Context: an optimization exercise on an open-source flow, tuned for small area. The choices shown serve that exercise and are no tape-out recipe. The RTL was checked by simulation tests, not by an equivalence proof against the original design. The flow treats the clock pin as an ideal source. Dropping or thinning the clock tree relies on that and would not hold on a real chip. Power figures rest on the tool's default switching activity, not on a simulated workload.

## alpha
## lab3_2
module lab3_2(
			input[3:0] command,
			input CLK,
			input mode,
			output reg total_time1,
			output reg [3:0] total_time0,
			output reg total_cost1,
			output reg [3:0] total_cost0,
			output reg [3:2] coord_x,
			output reg [1:0] coord_y,
			output reg warning
    );
wire x1 = coord_x[3], x0 = coord_x[2];
wire y1 = coord_y[1], y0 = coord_y[0];
wire [3:0] c = command;
wire odd  = ~c[3] & c[0];
wire dxp  = c[1] ^ c[2];           
wire dyp  = ~c[2];                 
wire okx  = dxp ? ~x1 : (x1 | x0);
wire oky  = dyp ? ~y1 : (y1 | y0);
wire diag = odd & okx & oky;
wire incx = (diag & dxp)  | (c == 4'd4);
wire decx = (diag & ~dxp) | (c == 4'd8);
wire incy = (diag & dyp)  | (c == 4'd2);
wire decy = (diag & ~dyp) | (c == 4'd6);
wire xz = ~x1 & ~x0;
wire yz = ~y1 & ~y0;
wire [1:0] nx = incx ? {x0, xz} : decx ? {xz, x1} : {x1, x0};
wire [1:0] ny = incy ? {y0, yz} : decy ? {yz, y1} : {y1, y0};
wire k0 = ~c[3] & (c[0] | (~c[2] & ~c[1]));
wire k1 = diag | (~c[0] & (c[3] ? (~c[2] & ~c[1]) : (c[2] | c[1])));
wire [3:0] d = total_cost0;
wire cy1 = d[0] & k0;
wire s0 = d[0] ^ k0;
wire s1 = d[1] ^ k1 ^ cy1;
wire cy2 = (d[1] & k1) | (cy1 & (d[1] | k1));
wire s2 = d[2] ^ cy2;
wire cy3 = d[2] & cy2;
wire s3 = d[3] ^ cy3;
wire cwrap = d[3] & (k1 | (d[0] & k0)) | (d[2] & d[1] & d[0] & k1 & k0);
wire [3:0] t = total_time0;
wire twrap = t[3] & t[0];
always @(posedge CLK)
	if (mode) begin
		warning <= 1'b1;
		coord_x <= 2'd0;
		coord_y <= 2'd0;
		total_time1 <= 1'b0;
		total_time0 <= 4'd0;
		total_cost1 <= 1'b0;
		total_cost0 <= 4'd0;
	end else begin
		warning <= 1'b0;
		coord_x <= nx;
		coord_y <= ny;
		total_time1 <= total_time1 ^ twrap;
		total_time0 <= {t[3] ? ~t[0] : (t[2] & t[1] & t[0]),
		                t[2] ^ (t[1] & t[0]),
		                ~t[3] & (t[1] ^ t[0]),
  ...
Size: roughly 21 I/O pins, about 810 um^2 of cells after synthesis.
Settings: LEC_CHECK=0, ABC_AREA=1, CAP_MARGIN=20, CORE_AREA=5 5 65 65, DIE_AREA=0 0 70 70, SLEW_MARGIN=20; clock period 30.0 ns.
standard.sh (not shown) runs the stock make flow with config.mk's settings and CLKGATE_MAP_FILE= SYNTH_SCRIPT=/design/flow/synth_recipe.tcl, a recipe that flattens the netlist after the stock synthesis.
==> flow/flow/run.sh <==
#!/bin/bash
# The standard layout, with the port buffers made from the smallest buffer
# cell and power recovery (downsizing of non-critical cells) after routing.
set -euo pipefail
bash standard.sh \
  'BUFFER_PORTS_ARGS=-buffer_cell sky130_fd_sc_hd__buf_1' \
  RECOVER_POWER=100 \
  finish > standard.log 2>&1
Both conditions hold for alpha: the flow ran to the end and the final layout passed the timing, design-rule and antenna checks.
Input-level comparison between beta and alpha:
# alpha
export LEC_CHECK = 0
export ABC_AREA = 1
export CAP_MARGIN = 20
export CORE_AREA = 5 5 65 65
export DIE_AREA = 0 0 70 70
export SLEW_MARGIN = 20
create_clock -name core_clock -period 30.0 [get_ports {CLK}]
# beta
export LEC_CHECK = 0
export CAP_MARGIN = 20
export CORE_AREA = 5 5 65 65
export DIE_AREA = 0 0 70 70
export SLEW_MARGIN = 20
create_clock -name core_clock -period 30.0 [get_ports {CLK}]
==> flow/flow/run.sh <==
#!/bin/bash
# The standard layout (standard.sh) with these changes:
# - synthesis maps with an area-oriented ABC script (flow/area.abc) and
#   without the separate full/half-adder extraction;
# - the port buffers use the smallest buffer cell;
# - CTS drives all flip-flops from one cluster without a dummy load;
# - power recovery (downsizing non-critical cells) after global routing.
set -euo pipefail
here=$(pwd)
export FLOW_ABC_SCRIPT=$here/flow/area.abc
bash standard.sh \
  SYNTH_SCRIPT=$here/flow/synth.tcl \
  ADDER_MAP_FILE= \
  'BUFFER_PORTS_ARGS=-buffer_cell sky130_fd_sc_hd__buf_1' \
  'CTS_ARGS=-sink_clustering_enable -sink_clustering_size 20 -sink_clustering_max_diameter 500 -root_buf sky130_fd_sc_hd__clkbuf_4 -buf_list sky130_fd_sc_hd__clkbuf_4 -dont_use_dummy_load -repair_clock_nets' \
  RECOVER_POWER=100 \
  finish > standard.log 2>&1
==> flow/flow/area.abc (new file) <==
strash
&get -n
&deepsyn -T 10 -S 1
&put
dch -f
amap
topo
==> flow/flow/synth.tcl (new file) <==
# The standard flow's synthesis script (synth_recipe.tcl), with ABC's technology mapping
# run from an area-oriented script instead of ORFS's speed script.
proc synth {args} { yosys synth -nofsm -noshare {*}$args }
proc abc {args} {
  set i [lsearch $args -script]
  if { $i >= 0 } {
    set args [lreplace $args $i [expr {$i + 1}] -script $::env(FLOW_ABC_SCRIPT)]
  }
  yosys abc {*}$args
}
source $::env(SCRIPTS_DIR)/synth.tcl
# left out here: clear keep_hierarchy, flatten, clean up, hide names made inside functions, write 1_2_yosys.v
## What came out
beta vs. alpha: combined buffer and inverter count along the critical path went up by 3.
Delta (beta minus alpha): simple-gate area share of the yosys netlist has decreased, layout sequential cell count stayed essentially flat, clock power shrank by about 5%, relative max-transition margin shows a reduction of 23 points, final critical-path required period went up by 0.56 ns.
Between alpha and beta, adder and majority gate portion of the synthesized area decreased.
Delta (beta minus alpha): share of post-route cells with drive strength above 1 decreased by 2.5 points relative to the old numbers; final number of setup-violating endpoints closely matched the old numbers; period utilization increased by 1.9 points relative to the old numbers.
beta against alpha; post-synthesis cell count is down by more than 10%.
## Diff of input files: gamma against beta
# beta
export LEC_CHECK = 0
export CAP_MARGIN = 20
export CORE_AREA = 5 5 65 65
export DIE_AREA = 0 0 70 70
export SLEW_MARGIN = 20
create_clock -name core_clock -period 30.0 [get_ports {CLK}]
# gamma
export LEC_CHECK = 0
export CAP_MARGIN = 20
export CORE_AREA = 5 5 65 65
export DIE_AREA = 0 0 70 70
export PLACE_DENSITY = 0.9
export SLEW_MARGIN = 20
create_clock -name core_clock -period 30.0 [get_ports {CLK}]
==> flow/flow/run.sh <==
#!/bin/bash
# The standard layout (standard.sh) with these changes:
# - synthesis maps with an area-oriented ABC script (flow/area.abc) and
#   without the separate full/half-adder extraction;
# - the port buffers use the smallest buffer cell;
# - the clock port drives the leaf clock buffers directly, each sized
#   to its load (flow/cts_leaves.tcl, run after CTS);
# - power recovery (downsizing non-critical cells) after global routing.
set -euo pipefail
here=$(pwd)
export FLOW_ABC_SCRIPT=$here/flow/area.abc
bash standard.sh \
  SYNTH_SCRIPT=$here/flow/synth.tcl \
  ADDER_MAP_FILE= \
  'BUFFER_PORTS_ARGS=-buffer_cell sky130_fd_sc_hd__buf_1' \
  'CTS_ARGS=-sink_clustering_enable -sink_clustering_size 20 -sink_clustering_max_diameter 500 -root_buf sky130_fd_sc_hd__clkbuf_4 -buf_list sky130_fd_sc_hd__clkbuf_4 -dont_use_dummy_load' \
  POST_CTS_TCL=$here/flow/cts_leaves.tcl \
  RECOVER_POWER=100 \
  finish > standard.log 2>&1
==> flow/flow/cts_leaves.tcl (new file) <==
# POST_CTS hook: the clock port drives the leaf clock buffers directly. The
# root clock buffer CTS made is removed and the leaves' inputs moved onto the
# clock port's net (the port then feeds only the leaves); each leaf is then
# given the smallest clock buffer that keeps its flip-flops' clock-pin slew
# within 110 ps.
set block [ord::get_db_block]
set db [ord::get_db]
set root [$block findInst clkbuf_0_CLK]
set clknet [[$root findITerm A] getNet]
set rootnet [[$root findITerm X] getNet]
set leaves {}
foreach it [$rootnet getITerms] {
  set inst [$it getInst]
  if { $inst == $root } { continue }
  $it disconnect
  $it connect $clknet
  lappend leaves $inst
}
puts "cts_leaves: removed [$root getName], [llength $leaves] leaves on the clock port"
odb::dbInst_destroy $root
odb::dbNet_destroy $rootnet
proc leaf_slew { leaf } {
  estimate_parasitics -placement
  set mx 0
  foreach it [[[$leaf findITerm X] getNet] getITerms] {
    if { [$it getInst] == $leaf } { continue }
    set p [get_pins [[$it getInst] getName]/[[$it getMTerm] getName]]
    set s [get_property $p slew_max]
    if { $s > $mx } { set mx $s }
  }
  return $mx
}
foreach leaf $leaves {
  foreach size {1 2 4 8 16} {
    $leaf swapMaster [$db findMaster sky130_fd_sc_hd__clkbuf_$size]
    set s [leaf_slew $leaf]
    puts "cts_leaves: [$leaf getName] clkbuf_$size, clock-pin slew $s"
    if { $s <= 0.110 } { break }
  }
}
detailed_placement
check_placement -verbose
## What came out
Growth of design area from synthesis to finish in gamma is 1.1 points below beta.
Summed area of non-filler cells in the final layout shrinks slightly when moving from beta to gamma.
[diff] register-to-register slack, gamma relative to beta: regression
gamma gives more share of the clock period used by the worst path after layout than beta did.
Summary: via count, gamma worse than beta
gamma vs. beta: final critical delay including setup and external delays up 0.25 ns; power now sits lower.

---

== 03-22 ==
lab3_2, a different RTL version from the one above (not shown whole).
Size in the first run: about 81 cells after synthesis, about 15 flip-flops, ~680 µm² of cells after synthesis.
Design lab3_2, start of the top module:
module lab3_2(
			input[3:0] command,
			input CLK,
			input mode,
			output reg total_time1,
			output reg [3:0] total_time0,
			output reg total_cost1,
			output reg [3:0] total_cost0,
			output reg [3:2] coord_x,
			output reg [1:0] coord_y,
			output reg warning
    );
wire n_tt1, n_t0, n_t1, n_t2, n_t3, n_tc1, n_d0, n_d1, n_d2, n_d3, n_x0, n_x1, n_y0, n_y1;
wire c0 = command[0], c1 = command[1], c2 = command[2], c3 = command[3];
wire m = mode;
wire T1 = total_time1, t0 = total_time0[0], t1 = total_time0[1], t2 = total_time0[2], t3 = total_time0[3];
wire C1 = total_cost1, d0 = total_cost0[0], d1 = total_cost0[1], d2 = total_cost0[2], d3 = total_cost0[3];
wire x0 = coord_x[2], x1 = coord_x[3], y0 = coord_y[0], y1 = coord_y[1];
wire gt7 = ~t1 & ~t0;
wire gt8 = ~gt7 & t3;
wire gt9 = gt8 & T1;
wire gt10 = ~gt8 & ~T1;
wire gt11 = ~gt10 & ~m;
wire gt12 = gt11 & ~gt9;
wire gt13 = ~t0 & ~m;
wire gt14 = t1 & t0;
wire gt15 = ~t3 & ~m;
wire gt16 = gt15 & ~gt7;
wire gt17 = gt16 & ~gt14;
wire gt18 = ~gt14 & ~t2;
wire gt19 = gt14 & t2;
wire gt20 = ~gt19 & gt15;
wire gt21 = gt20 & ~gt18;
wire gt22 = ~gt8 & ~m;
wire gt23 = gt22 & ~gt20;
assign n_tt1 = gt12;
assign n_t0 = gt13;
assign n_t1 = gt17;
assign n_t2 = gt21;
assign n_t3 = gt23;
wire gp15 = ~c2 & ~c1;
wire gp16 = gp15 & ~c0;
wire gp17 = ~gp16 & c3;
wire gp18 = ~gp15 & ~c0;
wire gp19 = ~gp18 & ~c3;
wire gp20 = c1 & ~c0;
wire gp21 = c2 & c1;
wire gp22 = ~gp21 & ~gp15;
wire gp23 = ~gp22 & x1;
wire gp24 = ~gp22 & ~x0;
wire gp25 = ~gp24 & ~x1;
wire gp26 = ~gp25 & ~gp23;
wire gp27 = ~y0 & c2;
wire gp28 = gp27 & ~y1;
wire gp29 = y1 & ~c2;
wire gp30 = ~gp29 & ~gp28;
wire gp31 = gp30 & c0;
wire gp32 = gp31 & ~gp26;
wire gp33 = ~gp32 & ~gp20;
wire gp34 = gp33 & gp19;
wire gp35 = ~gp34 & ~gp17;
  ...
==> flow/config.mk <==
export PLATFORM = sky130hd
export DESIGN_NAME = lab3_2
export DESIGN_NICKNAME = lab3_2
export VERILOG_FILES = /design/flow/design.v
export SDC_FILE = /design/flow/constraint.sdc
export NUM_CORES = 4
export LEC_CHECK = 0
export CAP_MARGIN = 20
export CORE_AREA = 5 5 65 65
export DIE_AREA = 0 0 70 70
export PLACE_DENSITY = 0.9
export SLEW_MARGIN = 20
==> flow/constraint.sdc <==
create_clock -name core_clock -period 30.0 [get_ports {CLK}]
set_input_delay 6.0000 -clock core_clock [delete_from_list [all_inputs] [get_ports {CLK}]]
set_output_delay 6.0000 -clock core_clock [all_outputs]
set_load 0.01 [all_outputs]
==> flow/flow/run.sh <==
#!/bin/bash
# The standard layout (standard.sh) with these changes:
# - synthesis maps with area-oriented ABC scripts (flow/abc/), keeping the
#   smallest result, and
#   without the separate full/half-adder extraction;
# - the port buffers use the smallest buffer cell;
# - the flip-flops gathered together after global placement
#   (flow/flops_together.tcl) and driven by one clock buffer sized to its
#   load (flow/cts_collapse.tcl, run after CTS);
# - all pins on the middle of the bottom edge (flow/io_pins.tcl);
# - power recovery (downsizing non-critical cells) after global routing.
set -euo pipefail
here=$(pwd)
export FLOW_ABC_SCRIPTS="$(ls $here/flow/abc/m* | tr "\n" " ")"
bash standard.sh \
  SYNTH_SCRIPT=$here/flow/synth.tcl \
  ADDER_MAP_FILE= \
  'BUFFER_PORTS_ARGS=-buffer_cell sky130_fd_sc_hd__buf_1' \
  'CTS_ARGS=-sink_clustering_enable -sink_clustering_size 20 -sink_clustering_max_diameter 500 -root_buf sky130_fd_sc_hd__clkbuf_4 -buf_list sky130_fd_sc_hd__clkbuf_4 -dont_use_dummy_load' \
  PRE_IO_PLACEMENT_TCL=$here/flow/io_pins.tcl \
  POST_GLOBAL_PLACE_TCL=$here/flow/flops_together.tcl \
  POST_CTS_TCL=$here/flow/cts_collapse.tcl \
  RECOVER_POWER=100 \
  finish > standard.log 2>&1
==> flow/flow/cts_collapse.tcl <==
# POST_CTS hook: drive every clock sink from the root clock buffer. The leaf
# clock buffers CTS made under the root are removed and their loads moved onto
# the root's net; the root is then moved to the centre of its loads and sized up until the flip-flop clock pins'
# slew is within 120 ps.
set block [ord::get_db_block]
set root [$block findInst clkbuf_0_CLK]
set rootnet [[$root findITerm X] getNet]
foreach it [$rootnet getITerms] {
  set inst [$it getInst]
  if { $inst == $root || [$it isOutputSignal] } { continue }
  set master [[$inst getMaster] getName]
  if { ![string match "sky130_fd_sc_hd__clkbuf_*" $master] } { continue }
  set outnet [[$inst findITerm X] getNet]
  foreach load [$outnet getITerms] {
    if { [$load getInst] == $inst } { continue }
    $load disconnect
    $load connect $rootnet
  }
  puts "cts_collapse: removed [$inst getName]"
  odb::dbInst_destroy $inst
  odb::dbNet_destroy $outnet
}
proc clk_pin_slew { } {
  estimate_parasitics -placement
  set mx 0
  foreach p [get_pins -hierarchical */CLK] {
    set s [get_property $p slew_max]
    if { $s > $mx } { set mx $s }
  }
  return $mx
}
# put the root at the centre of its flip-flops
set sx 0
set sy 0
set n 0
foreach it [$rootnet getITerms] {
  set inst [$it getInst]
  if { $inst == $root } { continue }
  set b [$inst getBBox]
  set sx [expr {$sx + ([$b xMin] + [$b xMax]) / 2.0}]
  set sy [expr {$sy + ([$b yMin] + [$b yMax]) / 2.0}]
  incr n
}
if { $n > 0 } {
  $root setLocation [expr {int($sx / $n)}] [expr {int($sy / $n)}]
  detailed_placement
}
set db [ord::get_db]
foreach size {2 4 8 16} {
  $root swapMaster [$db findMaster sky130_fd_sc_hd__clkbuf_$size]
  set s [clk_pin_slew]
  puts "cts_collapse: root clkbuf_$size, flip-flop clock slew $s"
  if { $s <= 0.120 } { break }
}
detailed_placement
check_placement -verbose
Other scripts of this flow, unchanged in this note and not shown: flow/flow/abc/m1, flow/flow/abc/m2, flow/flow/abc/m3, flow/flow/abc/m4, flow/flow/abc/m5, flow/flow/abc/m6, flow/flow/flops_together.tcl, flow/flow/io_pins.tcl, flow/flow/synth.tcl
In summary, 03-22 completed successfully, with a layout that passed the timing, design-rule and antenna checks.
Input changes introduced in 06-02 (baseline for comparison: 03-22):
-- flow/flow/cts_collapse.tcl --
<<< 03-22, line 3
# the root's net; the root is then moved to the centre of its loads and sized up until the flip-flop clock pins'
>>> 06-02, line 3
# the root's net; the root is then sized up until the flip-flop clock pins'
<<< 03-22, line 32
# put the root at the centre of its flip-flops
set sx 0
set sy 0
set n 0
foreach it [$rootnet getITerms] {
  set inst [$it getInst]
  if { $inst == $root } { continue }
  set b [$inst getBBox]
  set sx [expr {$sx + ([$b xMin] + [$b xMax]) / 2.0}]
  set sy [expr {$sy + ([$b yMin] + [$b yMax]) / 2.0}]
  incr n
}
if { $n > 0 } {
  $root setLocation [expr {int($sx / $n)}] [expr {int($sy / $n)}]
  detailed_placement
}
>>> 06-02, line 32
==> summary.txt <==
Max freq 03-22 -> 06-02: degraded. Portion of the clock cycle consumed by the worst path in the final layout across 06-02 and 03-22: no real change. On aggregate global-route resource usage, 06-02 and 03-22 are neck and neck.

[afterwards: timing with drivers on the ports]
In the flow no input, the clock included, has a driving cell. The finished layouts below were timed again as built, in two steps. Step 1 sets driving cells, clkbuf_16 on the clock port and buf_2 on the other inputs (assumed; they add their load-dependent delay and slew). Step 2 times the ports against the registers' clock, not the clock port: input delays grow and output delays shrink by t, the midpoint of the rising clock arrivals with the driver on. Slacks: ideal ports / drivers / drivers and shift; pairs: ideal ports / drivers.
run | t, ns | setup WS [ns] | hold WS [ns] | worst setup path after step 2 | pins driven straight from the clock port
alpha | 0.297 | 22.199 / 22.180 / 21.883 | 0.495 / 0.495 / 0.495 | input to register | 1
beta | 0.293 | 21.637 / 21.628 / 21.335 | 0.472 / 0.472 / 0.472 | input to register | 1
gamma | 0.174 | 21.384 / 21.376 / 21.202 | 0.471 / 0.471 / 0.471 | input to register | 2
03-22 | 0.169 | 21.855 / 21.856 / 21.688 | 0.469 / 0.469 / 0.469 | input to register | 1
06-02 | 0.165 | 21.819 / 21.816 / 21.651 | 0.469 / 0.469 / 0.469 | input to register | 1
After both steps setup and hold are still met in every run listed. For alpha, which loses most, drivers alone change the setup slack by -0.019 ns; drivers and shift together by -0.316 ns.
